Source: an optimization exercise on an open RTL-to-GDS flow (aim: small area, a short achievable clock period and few clock cycles per item). Production flows keep margins and buffers that such runs may drop.
The RTL was checked by simulation tests, not by an equivalence proof against the original design.
Power figures rest on the tool's default switching activity, not on a simulated workload.

==> flow/design.v (outline; a module is shown in full before it is edited, if it fits) <==
// module mux2X1: 8 lines
// module carry_lookahead_adder_8_bit: 19 lines
// module CLA_8bit_slice: 38 lines
// module carry_lookahead_adder_32_bit: 13 lines
// module mpa_bx: 6 lines
// module mpa_xor: 5 lines
// module mpa_and: 5 lines
// module mpa_gp: 6 lines
// module mpa_nd: 6 lines
// module mpa_ng: 5 lines
// module mp_adder: 1062 lines
module mp_adder (
    input  wire         iAddSub,
    input  wire         iClk,
    input  wire         iRst,
    input  wire         iStart,
    input  wire [511:0] iOpA,
    input  wire [511:0] iOpB,
    output wire [512:0] oRes,
    output wire         oDone);
  // ...
==> flow/flow/run.sh <==
#!/bin/bash
# Standard ORFS layout (the standard.sh) with three changes to how it is done:
# - buffer_ports gives every input and output port a buf_1 cell (the resizer
#   still sizes them as timing needs) instead of the cell it picks by default;
# - the ports are placed in bit order round the die edge, each bit's
#   iOpA/iOpB/oRes side by side (flow/pinorder.tcl, before place_pins);
# - before the resize step's repair_design, high-fanout nets get buffer trees
#   built from their sinks' locations (flow/pre_resize.tcl, flow/tree.tcl).
set -euo pipefail
export BUFFER_PORTS_ARGS="-buffer_cell sky130_fd_sc_hd__buf_1"
export PRE_IO_PLACEMENT_TCL="$(pwd)/flow/pinorder.tcl"
export PRE_RESIZE_TCL="$(pwd)/flow/pre_resize.tcl"
bash standard.sh > standard_flow.log 2>&1
==> flow/flow/pinorder.tcl <==
# Place the ports in bit order around the die: bit i's iOpA[i], iOpB[i] and
# oRes[i] sit next to each other, bits 0..511 go round the die edge (bottom
# left to right, right edge upwards, top right to left, left edge downwards),
# and the control ports fill the gap between bit 511 and bit 0.
proc po_slots {} {
  set block [ord::get_db_block]
  set die [$block getDieArea]
  set dbu [$block getDbUnitsPerMicron]
  set W [expr {[$die xMax] / double($dbu)}]
  set H [expr {[$die yMax] / double($dbu)}]
  set m 10.0
  set slots {}
  # bottom: met2 tracks x = 0.23 + 0.46k, two tracks apart
  for {set x [expr {0.23 + 0.46 * ceil(($m - 0.23) / 0.46)}]} {$x <= $W - $m} {set x [expr {$x + 0.92}]} {
    lappend slots [list met2 $x 0.0]
  }
  # right: met3 tracks y = 0.34 + 0.68k
  for {set y [expr {0.34 + 0.68 * ceil(($m - 0.34) / 0.68)}]} {$y <= $H - $m} {set y [expr {$y + 1.36}]} {
    lappend slots [list met3 $W $y]
  }
  # top, right to left
  set top {}
  for {set x [expr {0.23 + 0.46 * ceil(($m - 0.23) / 0.46)}]} {$x <= $W - $m} {set x [expr {$x + 0.92}]} {
    lappend top [list met2 $x $H]
  }
  set slots [concat $slots [lreverse $top]]
  # left, top to bottom
  set left {}
  for {set y [expr {0.34 + 0.68 * ceil(($m - 0.34) / 0.68)}]} {$y <= $H - $m} {set y [expr {$y + 1.36}]} {
    lappend left [list met3 0.0 $y]
  }
  return [concat $slots [lreverse $left]]
}

proc po_place {name slot} {
  lassign $slot layer x y
  if {$layer == "met2"} { set sz {0.14 0.485} } else { set sz {0.8 0.3} }
  place_pin -pin_name $name -layer $layer -location [list $x $y] -pin_size $sz -force_to_die_boundary
}

proc po_all {} {
  set slots [po_slots]
  set ns [llength $slots]
  set ctrl {iClk iRst iStart iAddSub oDone oRes[512]}
  # bits spread evenly over the ring, leaving room for the control ports at the end
  set nbits 512
  set used [expr {3 * $nbits + [llength $ctrl]}]
  if {$used > $ns} { error "pinorder: $used ports but only $ns slots" }
  set step [expr {double($ns - [llength $ctrl]) / $nbits}]
  for {set i 0} {$i < $nbits} {incr i} {
    set s [expr {int(floor($i * $step))}]
    po_place "iOpA\[$i\]" [lindex $slots $s]
    po_place "iOpB\[$i\]" [lindex $slots [expr {$s + 1}]]
    po_place "oRes\[$i\]" [lindex $slots [expr {$s + 2}]]
  }
  set s [expr {$ns - [llength $ctrl]}]
  foreach c $ctrl {
    po_place $c [lindex $slots $s]
    incr s
  }
  puts "pinorder: placed [expr {3 * $nbits + [llength $ctrl]}] ports on $ns slots"
}
po_all
==> flow/flow/pre_resize.tcl <==
# Runs inside ORFS's resize step (3_4), after global placement and before its
# repair_design: every signal net with more than 12 sinks gets a buffer tree
# built from its sinks' placed locations (flow/tree.tcl), instead of the
# chain of buffers that repair_design would lay along the net.
source [file join [file dirname [info script]] tree.tcl]
bt_all 12 12 8 {sky130_fd_sc_hd__buf_4 sky130_fd_sc_hd__buf_8}
==> flow/flow/tree.tcl <==
# Buffer trees for high-fanout signal nets, built by recursive bisection of
# the sinks' placed locations (a leaf buffer drives at most LEAF sinks that
# lie close together; upper levels drive at most UP buffers each).
proc bt_split {pts maxn} {
  # pts: list of {pin x y}; returns a list of clusters of at most maxn points
  if {[llength $pts] <= $maxn} { return [list $pts] }
  set xs [lmap p $pts {lindex $p 1}]
  set ys [lmap p $pts {lindex $p 2}]
  set dx [expr {[tcl::mathfunc::max {*}$xs] - [tcl::mathfunc::min {*}$xs]}]
  set dy [expr {[tcl::mathfunc::max {*}$ys] - [tcl::mathfunc::min {*}$ys]}]
  set k [expr {$dx >= $dy ? 1 : 2}]
  set s [lsort -real -index $k $pts]
  # split into halves whose sizes are multiples of maxn where possible
  set n [llength $s]
  set nc [expr {($n + $maxn - 1) / $maxn}]
  set h [expr {(($nc + 1) / 2) * $maxn}]
  if {$h >= $n} { set h [expr {$n / 2}] }
  return [concat [bt_split [lrange $s 0 [expr {$h - 1}]] $maxn] [bt_split [lrange $s $h end] $maxn]]
}

proc bt_sinks {net} {
  set pts {}
  foreach it [$net getITerms] {
    if {[$it isOutputSignal]} { continue }
    set inst [$it getInst]
    set bb [$inst getBBox]
    set x [expr {([$bb xMin] + [$bb xMax]) / 2.0}]
    set y [expr {([$bb yMin] + [$bb yMax]) / 2.0}]
    lappend pts [list "[$inst getName]/[[$it getMTerm] getName]" $x $y]
  }
  return $pts
}

proc bt_net {netname leaf up cells} {
  set block [ord::get_db_block]
  set dbu [$block getDbUnitsPerMicron]
  set lvl 0
  set maxn $leaf
  while {1} {
    set net [$block findNet $netname]
    set pts [bt_sinks $net]
    if {[llength $pts] <= $maxn} { break }
    set cell [lindex $cells [expr {min($lvl, [llength $cells] - 1)}]]
    set i 0
    foreach cl [bt_split $pts $maxn] {
      set sx 0.0; set sy 0.0
      foreach p $cl { set sx [expr {$sx + [lindex $p 1]}]; set sy [expr {$sy + [lindex $p 2]}] }
      set cx [expr {$sx / [llength $cl] / $dbu}]
      set cy [expr {$sy / [llength $cl] / $dbu}]
      set pins [get_pins [lmap p $cl {lindex $p 0}]]
      insert_buffer -buffer_cell $cell -net [get_nets $netname] -load_pins $pins -location [list $cx $cy] \
        -buffer_name "bt_${lvl}_${i}_$netname"
      incr i
    }
    puts "bt_net $netname: level $lvl, $i buffers of $cell"
    incr lvl
    set maxn $up
  }
}

# all signal nets with more than minfo sinks (clock nets excluded)
proc bt_all {minfo leaf up cells} {
  set block [ord::get_db_block]
  set names {}
  foreach net [$block getNets] {
    if {[$net getSigType] != "SIGNAL"} { continue }
    if {[$net isSpecial]} { continue }
    set n 0
    set drv 0
    foreach it [$net getITerms] { if {[$it isOutputSignal]} { incr drv } else { incr n } }
    if {$drv != 1 || $n <= $minfo} { continue }
    if {[llength [$net getBTerms]] > 0} { continue }
    lappend names [$net getName]
  }
  foreach nm $names { bt_net $nm $leaf $up $cells }
}
==> flow/standard.sh <==
#!/bin/bash
# synth_recipe.tcl (not shown) runs the flow's synth.tcl, then flattens the netlist and writes it again
# the make line also repeats each setting of config.mk as NAME=value (left out here)
make -C /OpenROAD-flow-scripts/flow DESIGN_CONFIG=/design/flow/config.mk WORK_HOME=/design/flow/orfs CLKGATE_MAP_FILE= SYNTH_SCRIPT=/design/flow/synth_recipe.tcl "${@:-finish}"
==> flow/config.mk <==
export PLATFORM = sky130hd
export DESIGN_NAME = mp_adder
export DESIGN_NICKNAME = mp_adder
export VERILOG_FILES = /design/flow/design.v
export SDC_FILE = /design/flow/constraint.sdc
export NUM_CORES = 4
export LEC_CHECK = 0
export CAP_MARGIN = 20
export CORE_AREA = 10 10 550 550
export DIE_AREA = 0 0 560 560
export GPL_TIMING_DRIVEN = 0
export SETUP_SLACK_MARGIN = 1.0
export SLEW_MARGIN = 20
export SYNTH_HIERARCHICAL = 1
==> flow/constraint.sdc <==
create_clock -name core_clock -period 5.0 [get_ports {iClk}]
set_input_delay 1.0000 -clock core_clock [delete_from_list [all_inputs] [get_ports {iClk}]]
set_output_delay 1.0000 -clock core_clock [all_outputs]
set_load 0.01 [all_outputs]
==> impl_metrics.tcl, run 1 <==
set metrics [dict create \
    globalRouteMet3Util_pct 1.64 \
    clk_pin_slew_worst_paths_ns 0.08 \
    multi_input_area_sq_um 30300 \
    status "finished clean" \
    routedWlPerCell_microns 10.8 \
    core.rowCount 198 \
    grt_use_met2_pct 12.1 \
    min_period_ns 4.20 \
    maxUsedRoutingLayer "met4" \
    fmax_mhz 238 \
    synth_top_family_by_area "XOR/XNOR gates" \
    rsz0062_at_grt "yes" \
    hp-start "iRst" \
    seqCellArea_sq_um 2580 \
    io_pins 0 \
    max_cap_viol_count 0 \
    crit_slowest_cell "bufbuf_16" \
    clock_buffers 27 \
    synth.top_cell.area_share_pct 43.5 \
    min_to "rDone" \
    grt.busiest_layer "met2" \
    diodes 2 \
    ys_ff_latch 129 \
    endpoint_kind "flip-flop" \
    drive_gt1_share_pct 9.86 \
    dpl_worst_slack_ns -1.03 \
    cts_setup_buffers 93 \
    startpoint "iAddSub" \
    finalSetupTns_ns 0 \
    cp_top_family "compound AO/OA/AOI/OAI gates" \
    seq_cells 129 \
    synthFlopType "dfxtp_1" \
    wl_met1_microns 39000 \
    final_common_cell "buf_1" \
]
Testbench counts, summed over its fixed seeds: cycles 768, items 384.
==> run 2: changes to the inputs <==
--- a/flow/config.mk
+++ b/flow/config.mk
@@ -9,6 +9,5 @@
 export CORE_AREA = 10 10 550 550
 export DIE_AREA = 0 0 560 560
 export GPL_TIMING_DRIVEN = 0
-export SETUP_SLACK_MARGIN = 1.0
 export SLEW_MARGIN = 20
 export SYNTH_HIERARCHICAL = 1
==> impl_metrics.tcl, run 2 <==
set metrics [dict create \
    synthFlopType "dfxtp_1" \
    antenna_found_initial 2 \
    power_density_nw_per_um2 236 \
    routedWlPerCell_microns 10.5 \
    drv_slew 0 \
    io_pins 0 \
    yosysWarnings 7 \
    yosysTopAreaCell "xor2_1" \
    endpoint_kind "flip-flop" \
    post-dp-hpwl_microns 87500 \
    cp_data_arrival_time_ns 5.24 \
    ant_nets 0 \
    die_h_microns 560 \
    largest_register "rC" \
    routed_via_density 3.33 \
    start_util_pct 10.6 \
    ys_top_cells_by_area "xor2_1, a21o_1, and2_1" \
    synth_fa_ha_area_share_pct 0 \
    fmax_mhz 209 \
    worst_path_most_repeated_cell "buf_4" \
    cp-start-kind "primary input" \
    cts_buffers 25 \
    die_x_microns 560 \
    io_buffer_count 1541 \
    drive_gt1_share_pct 2.14 \
    synthCells 4102 \
    worstMarginPinSlew_ns 0.398 \
    avgSynthCellArea_sq_um 7.53 \
    fillers 33700 \
    ys_async_sr_fraction_pct 0 \
    min_period_ns 4.77 \
    required_ns 5.46 \
    cts_tree "built" \
    yosysUniqueCellTypes 10 \
    grt_max_degree 13 \
    crit_chain "buf_4 -> buf_8 -> buf_4 -> xor2_1 -> xor2_1 -> a21oi_1 -> o21ai_1 -> a21o_1 -> a21o_1 -> a21o_1 -> a21o_2 -> a21o_2 -> buf_4 -> a21o_4 -> buf_4 -> a21o_4 -> buf_12 -> buf_4 -> a21o_1 -> nor2b_4" \
    core.rowCount 198 \
    peakVddDrop_v 0.000120 \
    drc 0 \
    finalSetupViolCount 0 \
    htreeDepth 4 \
    ys_ff_latch 129 \
    nets 6778 \
    synth-xor-area-share_pct 43.5 \
    crit_slowest_cell "a21o_2" \
    clk_pin_slew_worst_paths_ns 0.08 \
    drt_iter0_markers 807 \
    grt-ovfl-total 0 \
    grt_pass1_wl_microns 160000 \
    track_usage_pct 6.05 \
    synth_edf_count 0 \
    area_growth_pct 39.2 \
    synth.most_common_cell "xor2_1" \
    status "finished clean" \
    cts_root_buf "clkbuf_16" \
    p_total_mw 10.1 \
    top_regs "rC x127, rCout x1, rDone x1" \
    period_share_pct 95.5 \
    rsz0062_at_grt "no" \
    num_vias 32200 \
    grt_pass1_vias 33500 \
    syn-num-nets 5130 \
    synth_top_family_by_area "XOR/XNOR gates" \
    critPathKind "in -> reg" \
    worstHoldPathType "in -> reg" \
    p_leak_nw 20.5 \
    worst-path-buf-inv 7 \
    synth_mux_area_share_pct 0 \
    postCtsHoldBufs 0 \
    dieArea_sq_um 314000 \
    multi_input_area_sq_um 28300 \
    coreArea_sq_um 291000 \
    final_common_cell "buf_1" \
    yosysSeqAreaShare_pct 8.36 \
    most-common-layout-cells "buf_1, xor2_1, and2_1" \
    synth-simple-area-share_pct 21.6 \
    synth_compound_area_share_pct 26.5 \
    drt-total-wl_microns 101000 \
    netlist_area_sq_um 30900 \
    cp_top_family "compound AO/OA/AOI/OAI gates" \
    max_stage_delay_ns 0.31 \
    synth.top_cell.area_share_pct 43.5 \
    largest_register_ffs 127 \
    max_cap_viol_count 0 \
    finalSetupTns_ns 0 \
    slew_headroom_pct 73.5 \
    gp_congestion 0.742 \
    seqCellArea_sq_um 2580 \
    path_max_fanout 12 \
    finalHoldViolCount 0 \
    cts.path.max_buffers 3 \
    first_pass_iters 4 \
    cts.sinks 129 \
    ys_top_cells_by_count "xor2_1, a21o_1, and2_1, a21oi_1, nand2_1" \
]
[run 2: cell count changes in the layout (fill, tap and decap cells not counted), sizes merged]
cell    delta
buf      -106
bufbuf     -2
bufinv     +1
diode      -1
clkinv     -2
clkbuf    -36
[run 2: metal layers]
layer  up-vias  GRT usage, %  part of all wire, %  wire (microns)
met5         -             0                    0               0
met4         0          1.72                  2.1            2120
met3        93          1.54                  5.7            5750
met2       769          12.0                   54           54800
met1     14400          6.16                   38           38400
li1      17000             -                    -               -
[run 2: area by class of cell]
cell class / instances / share of cell area [%]
antenna: 1 / 0.00582
sequential: 129 / 6.01
clock buffer: 28 / 1.50
tap: 3900 / 11.3
clock inverter: 5 / 0.180
timing repair buffer: 1621 / 15.0
buffer: 1 / 0.0175
multi-input combinational: 3972 / 65.9
[run 2: cells by family (layout without fill, tap and decap cells)]
kind of cell,Yosys count,in the layout
buf+inv,1,1655
flops,129,129
compound gates,1217,1217
other cells,0,1
xor+xnor,1536,1536
simple gates,1219,1219
[run 2: Yosys stat by module, one instance, submodules excluded]
module | area [sq um] | flops+latches | cells | times used
mpa_nd | 13.8 | 0 | 2 | 321
mpa_bx | 35.0 | 0 | 4 | 128
mpa_and | 25.0 | 0 | 4 | 128
mpa_gp | 26.3 | 0 | 6 | 128
mp_adder | 2620 | 129 | 132 | 1
mpa_ng | 7.51 | 0 | 1 | 512
mpa_xor | 35.0 | 0 | 4 | 256
[run 2: what timing repair did]
item,CTS,global route
setup endpoints to repair,65,60
gates resized for setup,7,5
setup buffers,0,1
pin swaps,1,1
[run 2: per-stage QoR]
step	instances	hold WS (ns)	util [%]	cell area, sq um	worst slack (ns)
3_3_place_gp	9543	1.22	14.3	41600	-28.83
3_5_place_dp	9622	1.22	14.5	42200	-1.59
2_1_floorplan	4102	1.06	-	30900	0.228
5_1_grt	9657	0.566	14.8	43000	0.0192
6_report	9657	0.637	14.8	43000	0.225
4_1_cts	9655	0.537	14.8	43000	0.0550
[run 2: power breakdown]
group	total, mW	internal (mW)	switching (mW)
clock	1.78	1.02	0.759
sequential	1.38	1.24	0.141
combinational	6.98	2.81	4.17
total	10.1	5.07	5.07
[run 2: final timing paths]
| check | from | end | slack [ns] | cells after the start |
|---|---|---|---|---|
| max | iAddSub | rCout | 0.23 | 20 |
| min | iRst | rDone | 0.64 | 2 |
==> run 3: changes to the inputs <==
--- a/flow/config.mk
+++ b/flow/config.mk
@@ -9,5 +9,6 @@
 export CORE_AREA = 10 10 550 550
 export DIE_AREA = 0 0 560 560
 export GPL_TIMING_DRIVEN = 0
+export SETUP_SLACK_MARGIN = 0.5
 export SLEW_MARGIN = 20
 export SYNTH_HIERARCHICAL = 1
==> impl_metrics.tcl, run 3 <==
set metrics [dict create \
    status "finished clean" \
    coreArea_sq_um 291000 \
    p_leak_nw 20.5 \
    yosysSeqAreaShare_pct 8.36 \
    cts.sinks 129 \
    finalSetupTns_ns 0 \
    io_pins 0 \
    period_share_pct 88.7 \
    io_buffer_count 1541 \
    yosysUniqueCellTypes 10 \
    ys_async_sr_fraction_pct 0 \
    top_regs "rC x127, rCout x1, rDone x1" \
    min_to "rDone" \
    worstHoldPathType "in -> reg" \
    crit_chain "buf_8 -> buf_12 -> buf_8 -> xor2_2 -> xor2_1 -> a21oi_1 -> o21ai_1 -> a21o_1 -> a21o_1 -> a21o_4 -> a21o_4 -> a21o_4 -> buf_4 -> a21o_4 -> buf_4 -> a21o_4 -> buf_12 -> buf_6 -> a21o_1 -> nor2b_4" \
    cts_root_buf "clkbuf_16" \
    power_density_nw_per_um2 234 \
    avgSynthCellArea_sq_um 7.53 \
    most-common-layout-cells "buf_1, xor2_1, and2_1" \
    cts_tree "built" \
    ys_ff_latch 129 \
    worst_slack_ns 0.563 \
    endpoint_kind "flip-flop" \
    hp-start "iRst" \
    dieArea_sq_um 314000 \
    finalHoldViolCount 0 \
    rsz0062_at_grt "yes" \
    netlist_area_sq_um 30900 \
    max_cap_viol_count 0 \
    nets 6780 \
    grt-ovfl-total 0 \
    fillers 33700 \
    drt-total-wl_microns 101000 \
    yosysTopAreaCell "xor2_1" \
    cts_buffers 25 \
    dpl_worst_slack_ns -1.62 \
    final_common_cell "buf_1" \
    drc 0 \
    worst-path-buf-inv 7 \
    critPathKind "in -> reg" \
    drt_iter0_markers 780 \
    start_util_pct 10.6 \
    p_total_mw 10.1 \
    first_pass_iters 6 \
    num_vias 32200 \
    post-dp-hpwl_microns 87500 \
    synthCells 4102 \
    fin_area_sq_um 43100 \
    required_ns 5.46 \
    place_area_sq_um 42200 \
    worst_path_most_repeated_cell "a21o_4" \
    ant_nets 0 \
    routed_via_density 3.33 \
    crit_slowest_cell "a21o_4" \
    path_max_fanout 12 \
    grt_pass1_wl_microns 160000 \
    cp_data_arrival_time_ns 4.90 \
    yosysWarnings 7 \
    slew_headroom_pct 73.1 \
    gp_congestion 0.743 \
    synthFlopType "dfxtp_1" \
    track_usage_pct 6.02 \
    min_period_ns 4.44 \
    grt_max_degree 13 \
    worstMarginPinSlew_ns 0.403 \
    htreeDepth 4 \
    cts.path.max_buffers 3 \
    die_x_microns 560 \
    ys_top_cells_by_count "xor2_1, a21o_1, and2_1, a21oi_1, nand2_1" \
    grt_pass1_vias 33400 \
    die_h_microns 560 \
    largest_register "rC" \
    max_stage_delay_ns 0.27 \
    synth.most_common_cell "xor2_1" \
    cp_top_family "compound AO/OA/AOI/OAI gates" \
    fmax_mhz 225 \
    area_growth_pct 39.5 \
    core.rowCount 198 \
    cp-start-kind "primary input" \
    min_path_cells 2 \
    antenna_found_initial 3 \
    synth.top_cell.area_share_pct 43.5 \
    drive_gt1_share_pct 2.47 \
    clk_pin_slew_worst_paths_ns 0.08 \
    drv_slew 0 \
    syn-num-nets 5130 \
    routedWlPerCell_microns 10.5 \
    finalSetupViolCount 0 \
    largest_register_ffs 127 \
    peakVddDrop_v 0.000116 \
    synth_edf_count 0 \
    ys_top_cells_by_area "xor2_1, a21o_1, and2_1" \
    postCtsHoldBufs 0 \
]
==> run 3: cell counts after synthesis <==
No cell type changed its count.
==> run 3: modules after synthesis, one instance, submodules excluded <==
module	flip-flops and latches	cells inside	cell area [sq um]
mp_adder	129	132	2620
mpa_and	0	4	25.0
mpa_bx	0	4	35.0
mpa_gp	0	6	26.3
mpa_nd	0	2	13.8
mpa_ng	0	1	7.51
mpa_xor	0	4	35.0
==> run 3: area by class of cell <==
type,count,area (sq um),share of cell area [%]
multi-input combinational,3972,28400,66.0
timing repair buffer,1623,6520,15.1
antenna,1,2.50,0.00580
clock inverter,6,57.6,0.133
buffer,1,7.51,0.0174
sequential,129,2580,5.99
tap,3900,4880,11.3
clock buffer,27,633,1.47
==> run 3: report_power, final <==
part	internal, mW	switching [mW]	total [mW]
Clock	0.951	0.746	1.70
Sequential	1.24	0.141	1.38
Combinational	2.83	4.17	7.00
==> run 3: routing by layer <==
layer	GRT usage [%]	routed length (microns)
met3	1.64	5990
met2	11.9	54400
met5	0	0
met4	1.78	2280
met1	6.04	38400
==> run 3: what timing repair did <==
| action | in CTS | in global routing |
|---|---|---|
| pin swaps | 1 | 9 |
| gates resized for setup | 18 | 24 |
| endpoints found under the hold margin | 0 | 0 |
| buffers inserted | 1 | 2 |
| endpoints found under the setup margin | 181 | 60 |
==> run 3: cells by family (layout without fill, tap and decap cells) <==
logic type	count (synthesis)	after routing	share of synthesized area, %
xor+xnor	1536	1536	43.5
compound gates	1217	1217	26.5
simple gates	1219	1219	21.6
other cells	0	1	0
buf+inv	1	1657	0.0243
flops	129	129	8.36
==> run 3: worst max path at each step <==
stage | startpoint | to | depth (start not counted)
final | iAddSub | rCout | 20
after global placement | iAddSub | rCout | 13
after CTS | iAddSub | rCout | 20
after global routing | iAddSub | rCout | 20
after floorplan | iAddSub | rCout | 13
after detailed placement | iAddSub | rCout | 19
==> run 3: metrics by stage <==
step / hold slack [ns] / util [%] / cells
final: 0.640 / 14.8 / 9659
after global routing: 0.566 / 14.8 / 9659
after detailed placement: 1.22 / 14.5 / 9622
after CTS: 0.537 / 14.8 / 9656
after floorplan: 1.06 / - / 4102
after global placement: 1.22 / 14.3 / 9543
==> run 4: changes to the inputs <==
--- a/flow/config.mk
+++ b/flow/config.mk
@@ -6,8 +6,8 @@
 export NUM_CORES = 4
 export LEC_CHECK = 0
 export CAP_MARGIN = 20
-export CORE_AREA = 10 10 550 550
-export DIE_AREA = 0 0 560 560
+export CORE_AREA = 10 10 460 460
+export DIE_AREA = 0 0 470 470
 export GPL_TIMING_DRIVEN = 0
 export SETUP_SLACK_MARGIN = 0.5
 export SLEW_MARGIN = 20
==> impl_metrics.tcl, run 4 <==
set metrics [dict create \
    htreeDepth 4 \
    endpoint "rCout" \
    top_regs "rC x127, rCout x1, rDone x1" \
    routedWlPerCell_microns 12.1 \
    fmax_mhz 227 \
    power_density_nw_per_um2 239 \
    yosysTopAreaCell "xor2_1" \
    worst-path-stages 20 \
    grt_pass1_vias 33300 \
    cp_top_family "compound AO/OA/AOI/OAI gates" \
    required_ns 5.42 \
    gp_congestion 0.786 \
    ant_nets 0 \
    max_stage_delay_ns 0.27 \
    ys_top_cells_by_area "xor2_1, a21o_1, and2_1" \
    multi_input_area_sq_um 28400 \
    status "finished clean" \
    synthFlopType "dfxtp_1" \
    drc 0 \
    grt-ovfl-total 0 \
    ys_async_sr_fraction_pct 0 \
    finalSetupViolCount 0 \
    clk_pin_slew_worst_paths_ns 0.08 \
    cp_data_arrival_time_ns 4.82 \
    worstHoldPathType "in -> reg" \
    largest_register "rC" \
    critPathKind "in -> reg" \
    dieArea_sq_um 221000 \
    cts_buffers 17 \
    yosysWarnings 7 \
    max_cap_viol_count 0 \
    synth_edf_count 0 \
    cts_tree "built" \
    endpoint_kind "flip-flop" \
    peakVddDrop_v 0.000279 \
    core.rowCount 165 \
    area_growth_pct 34.2 \
    cts.path.max_buffers 2 \
    fillers 23100 \
    cp-start-kind "primary input" \
    worst-path-buf-inv 7 \
    rsz0062_at_grt "no" \
    drt-total-wl_microns 102000 \
    ys_top_cells_by_count "xor2_1, a21o_1, and2_1, a21oi_1, nand2_1" \
    io_buffer_count 1541 \
    synth.most_common_cell "xor2_1" \
    finalHoldViolCount 0 \
    yosysUniqueCellTypes 10 \
    final_util_pct 20.5 \
    p_leak_nw 20.5 \
    seqCellArea_sq_um 2580 \
    crit_chain "buf_8 -> buf_12 -> buf_8 -> xor2_2 -> xor2_1 -> a21oi_1 -> o21ai_1 -> a21o_1 -> a21o_1 -> a21o_1 -> a21o_4 -> a21o_4 -> buf_4 -> a21o_4 -> buf_4 -> a21o_4 -> buf_12 -> buf_4 -> a21o_1 -> nor2b_4" \
    antenna_found_initial 1 \
    worstMarginPinSlew_ns 0.383 \
    yosysSeqAreaShare_pct 8.36 \
    nets 6771 \
    die_h_microns 470 \
    crit_slowest_cell "a21o_4" \
    netlist_area_sq_um 30900 \
    start_util_pct 15.3 \
    num_vias 32300 \
    final_common_cell "buf_1" \
    post-dp-hpwl_microns 90000 \
    path_max_fanout 12 \
    io_pins 0 \
    die_x_microns 470 \
    routed_via_density 3.84 \
    min_period_ns 4.40 \
    first_pass_iters 4 \
    ys_ff_latch 129 \
    slew_headroom_pct 74.5 \
    cts.sinks 129 \
    period_share_pct 87.9 \
    fin_area_sq_um 41500 \
    largest_register_ffs 127 \
    place_area_sq_um 40700 \
    grt_max_degree 17 \
    startpoint "iAddSub" \
    track_usage_pct 8.69 \
    postCtsHoldBufs 0 \
    drv_slew 0 \
    syn-num-nets 5130 \
    drive_gt1_share_pct 2.31 \
    coreArea_sq_um 202000 \
    grt_pass1_wl_microns 161000 \
    most-common-layout-cells "buf_1, xor2_1, and2_1" \
    cts_root_buf "clkbuf_16" \
    synthCells 4102 \
    synth.top_cell.area_share_pct 43.5 \
    avgSynthCellArea_sq_um 7.53 \
    drt_iter0_markers 801 \
]
run 4: where the power goes:
| part | internal [mW] | total [mW] | switching, mW | leakage, nW |
|---|---|---|---|---|
| registers | 1.24 | 1.39 | 0.151 | 1.09 |
| logic | 2.82 | 7.09 | 4.27 | 19.1 |
| clock network | 0.781 | 1.41 | 0.631 | 0.271 |
run 4: repair_timing:
item / CTS / global route
setup buffers: 1 / 1
endpoints found under the setup margin: 102 / 62
resized for setup: 15 / 21
gates cloned: 0 / 0
pin swaps: 2 / 5
run 4: metal layers:
| layer | GRT usage, % | part of all wire [%] | up-vias |
|---|---|---|---|
| met1 | 8.61 | 38 | 14400 |
| met3 | 2.70 | 6.1 | 138 |
| met4 | 2.91 | 2.9 | 0 |
| met2 | 16.9 | 53 | 804 |
| li1 | - | - | 17000 |
| met5 | 0 | 0 | - |
run 4: Yosys stat by module (local to each module, per instance):
module / cell area (sq um) / copies in the design
mp_adder: 2620 / 1
mpa_bx: 35.0 / 128
mpa_nd: 13.8 / 321
mpa_gp: 26.3 / 128
mpa_ng: 7.51 / 512
mpa_and: 25.0 / 128
mpa_xor: 35.0 / 256
run 4: per-stage QoR:
step | TNS [ns] | setup WS [ns] | total power, mW | hold WS, ns | cells
3_5_place_dp | -72.44 | -1.23 | 8.54 | 1.22 | 8394
4_1_cts | 0 | 0.534 | 10.1 | 0.582 | 8426
2_1_floorplan | 0 | 0.601 | 6.02 | 1.06 | 4102
5_1_grt | 0 | 0.523 | 10.8 | 0.600 | 8428
3_3_place_gp | - | -27.64 | 8.46 | 1.22 | 8315
6_report | 0 | 0.604 | 9.89 | 0.681 | 8429
run 4: how the worst min path moves through the flow:
stage | start | end | slack [ns] | cells past startpoint
2_1_floorplan | iAddSub | rCout | 1.06 | 1
3_3_place_gp | iRst | rDone | 1.22 | 2
3_5_place_dp | iRst | rDone | 1.22 | 2
4_1_cts | iRst | rDone | 0.58 | 2
5_1_grt | iRst | rDone | 0.60 | 2
6_report | iRst | rDone | 0.68 | 2
run 4: layout make-up:
type                    instances  share of cell area (%)
diodes                          2                  0.0121
plain buffers                   1                  0.0181
well taps                    2672                    8.07
multi-input cells            3972                    68.5
clock inverters                12                   0.392
clock buffers                  19                    1.04
flip-flops and latches        129                    6.23
repair buffers               1622                    15.7
run 4: kinds of logic after synthesis:
logic type	share of synthesized area [%]
and+or+nand+nor	21.6
AOI/OAI and AO/OA	26.5
xor gates and xnor gates	43.5
DFF	8.36
buffers and inverters	0.0243
==> run 5: changes to the inputs <==
--- a/flow/config.mk
+++ b/flow/config.mk
@@ -6,8 +6,8 @@
 export NUM_CORES = 4
 export LEC_CHECK = 0
 export CAP_MARGIN = 20
-export CORE_AREA = 10 10 460 460
-export DIE_AREA = 0 0 470 470
+export CORE_AREA = 10 10 490 490
+export DIE_AREA = 0 0 500 500
 export GPL_TIMING_DRIVEN = 0
 export SETUP_SLACK_MARGIN = 0.5
 export SLEW_MARGIN = 20
==> impl_metrics.tcl, run 5 <==
set metrics [dict create \
    die_x_microns 500 \
    finalSetupViolCount 0 \
    required_ns 5.42 \
    syn-num-nets 5130 \
    p_leak_nw 20.5 \
    postCtsHoldBufs 0 \
    drt_iter0_markers 968 \
    yosysUniqueCellTypes 10 \
    max_cap_viol_count 0 \
    worst-path-buf-inv 7 \
    worst-path-stages 20 \
    io_pins 0 \
    grt_pass1_vias 33200 \
    post-dp-hpwl_microns 88100 \
    num_vias 32100 \
    htreeDepth 4 \
    routedWlPerCell_microns 11.4 \
    drt-total-wl_microns 101000 \
    yosysTopAreaCell "xor2_1" \
    grt_pass1_wl_microns 157000 \
    gp_congestion 0.772 \
    status "finished clean" \
    finalHoldViolCount 0 \
    endpoint "rCout" \
    largest_register "rC" \
    cts.path.max_buffers 2 \
    ys_top_cells_by_count "xor2_1, a21o_1, and2_1, a21oi_1, nand2_1" \
    ys_async_sr_fraction_pct 0 \
    synthCells 4102 \
    worstMarginPinSlew_ns 0.367 \
    cp_data_arrival_time_ns 4.86 \
    critPathKind "in -> reg" \
    fin_cells 8785 \
    endpoint_kind "flip-flop" \
    worst_path_most_repeated_cell "a21o_4" \
    finalSetupTns_ns 0 \
    start_util_pct 13.5 \
    cts_buffers 17 \
    synth_edf_count 0 \
    cp_top_family "compound AO/OA/AOI/OAI gates" \
    ys_top_cells_by_area "xor2_1, a21o_1, and2_1" \
    coreArea_sq_um 230000 \
    most-common-layout-cells "buf_1, xor2_1, and2_1" \
    antenna_found_initial 1 \
    cts_tree "built" \
    ys_ff_latch 129 \
    fmax_mhz 225 \
    worst_slack_ns 0.565 \
    grt_max_degree 17 \
    area_growth_pct 35.9 \
    ant_nets 0 \
    netlist_area_sq_um 30900 \
    min_period_ns 4.43 \
    peakVddDrop_v 0.000232 \
    fin_area_sq_um 42000 \
    dpl_worst_slack_ns -1.37 \
    period_share_pct 88.7 \
    avgSynthCellArea_sq_um 7.53 \
    drv_slew 0 \
    dieArea_sq_um 250000 \
    final_util_pct 18.3 \
    synth.most_common_cell "xor2_1" \
    yosysWarnings 7 \
    drive_gt1_share_pct 2.33 \
    cts_root_buf "clkbuf_16" \
    top_regs "rC x127, rCout x1, rDone x1" \
    drc 0 \
    worstHoldPathType "in -> reg" \
    crit_chain "buf_8 -> buf_12 -> buf_8 -> xor2_2 -> xor2_1 -> a21oi_1 -> o21ai_1 -> a21o_1 -> a21o_1 -> a21o_4 -> a21o_4 -> a21o_4 -> buf_4 -> a21o_4 -> buf_4 -> a21o_4 -> buf_12 -> buf_4 -> a21o_1 -> nor2b_4" \
    die_h_microns 500 \
    cts.sinks 129 \
    power_density_nw_per_um2 241 \
    synthFlopType "dfxtp_1" \
    startpoint "iAddSub" \
    rsz0062_at_grt "no" \
    nets 6772 \
    grt-ovfl-total 0 \
    path_max_fanout 12 \
    synth.top_cell.area_share_pct 43.5 \
    largest_register_ffs 127 \
    place_area_sq_um 41100 \
    first_pass_iters 7 \
    core.rowCount 176 \
    yosysSeqAreaShare_pct 8.36 \
    final_common_cell "buf_1" \
    cp-start-kind "primary input" \
    max_stage_delay_ns 0.26 \
    track_usage_pct 7.47 \
    place_inst 8748 \
    crit_slowest_cell "a21o_4" \
    slew_headroom_pct 75.5 \
    fillers 26400 \
    clk_pin_slew_worst_paths_ns 0.08 \
    io_buffer_count 1541 \
    routed_via_density 3.66 \
]
## run 5: layout make-up
type | count | area [sq um] | area share, %
buffer | 1 | 7.51 | 0.0179
tap | 3026 | 3790 | 9.02
antenna | 2 | 5.00 | 0.0119
timing repair buffer | 1623 | 6520 | 15.5
clock inverter | 12 | 253 | 0.602
clock buffer | 20 | 447 | 1.06
multi-input combinational | 3972 | 28400 | 67.6
sequential | 129 | 2580 | 6.15
## run 5: how the worst min path moves through the flow
stage          cells past startpoint     from     to
2_1_floorplan                      1  iAddSub  rCout
3_3_place_gp                       2     iRst  rDone
6_report                           2     iRst  rDone
4_1_cts                            2     iRst  rDone
3_5_place_dp                       2     iRst  rDone
5_1_grt                            2     iRst  rDone
## run 5: cells by family (layout without fill, tap and decap cells)
kind of cell | Yosys count | after routing | share of synthesized area, %
other | 0 | 2 | 0
DFF | 129 | 129 | 8.36
buffers and inverters | 1 | 1656 | 0.0243
xor gates and xnor gates | 1536 | 1536 | 43.5
AOI/OAI and AO/OA | 1217 | 1217 | 26.5
and+or+nand+nor | 1219 | 1219 | 21.6
## run 5: Yosys stat by module, one instance, submodules excluded
| module | flops+latches | times used | cells inside | area, sq um |
|---|---|---|---|---|
| mp_adder | 129 | 1 | 132 | 2620 |
| mpa_bx | 0 | 128 | 4 | 35.0 |
| mpa_xor | 0 | 256 | 4 | 35.0 |
| mpa_gp | 0 | 128 | 6 | 26.3 |
| mpa_and | 0 | 128 | 4 | 25.0 |
| mpa_nd | 0 | 321 | 2 | 13.8 |
| mpa_ng | 0 | 512 | 1 | 7.51 |
## run 5: repair_timing
item,in CTS,in global routing
gates resized for setup,17,17
endpoints found under the setup margin,128,65
pin swaps,1,4
buffers inserted,2,1
## run 5: where the power goes
group	leakage, nW	switching (mW)	internal [mW]
sequential	1.09	0.146	1.24
clock	0.335	0.676	1.00
combinational	19.1	4.22	2.83
## run 5: per-stage QoR
stage	total power, mW	hold WS (ns)
2_1_floorplan	6.02	1.06
3_3_place_gp	8.41	1.22
3_5_place_dp	8.51	1.22
4_1_cts	10.4	0.576
5_1_grt	11.1	0.594
6_report	10.1	0.683
## run 5: layer usage
layer,vias to the layer above,wire [microns],track usage [%]
met4,0,1800,2.04
met5,-,0,0
li1,17000,-,-
met3,78,6650,2.37
met1,14300,37500,7.37
met2,760,54600,14.8

==> what the ideal ports hide <==
In the flow no input, the clock included, has a driving cell. The finished layouts below were timed again as built, in two steps. Step 1 sets driving cells, clkbuf_16 on the clock port and buf_2 on the other inputs (assumed; they add their load-dependent delay and slew). Step 2 adds t to the input delays and takes it off the output delays; t is the mean of the earliest and latest rising clock arrival at the registers after step 1. Input paths then give back, and output paths get back, about the clock's delay inside the block. Three values: no drivers, after step 1, after step 2; two values: the first two.
run | t (ns) | setup slack, ns | worst setup path after step 2 | worst data-port slew with drivers (ns) | cell pins on the clock port's net
run 1 | 0.645 | 0.802 / 0.815 / 0.170 | input to register | 0.09 | 1
run 2 | 0.645 | 0.225 / 0.289 / -0.356 | input to register | 0.05 | 1
run 3 | 0.646 | 0.563 / 0.612 / -0.034 | input to register | 0.06 | 1
run 4 | 0.605 | 0.604 / 0.654 / 0.050 | input to register | 0.07 | 1
run 5 | 0.595 | 0.565 / 0.609 / 0.014 | input to register | 0.06 | 1
With both steps, setup timing fails in run 2 and run 3, where it was met with ideal ports. The setup slack of run 1, which loses most, moves by +0.013 ns with the drivers and by -0.632 ns with both steps.
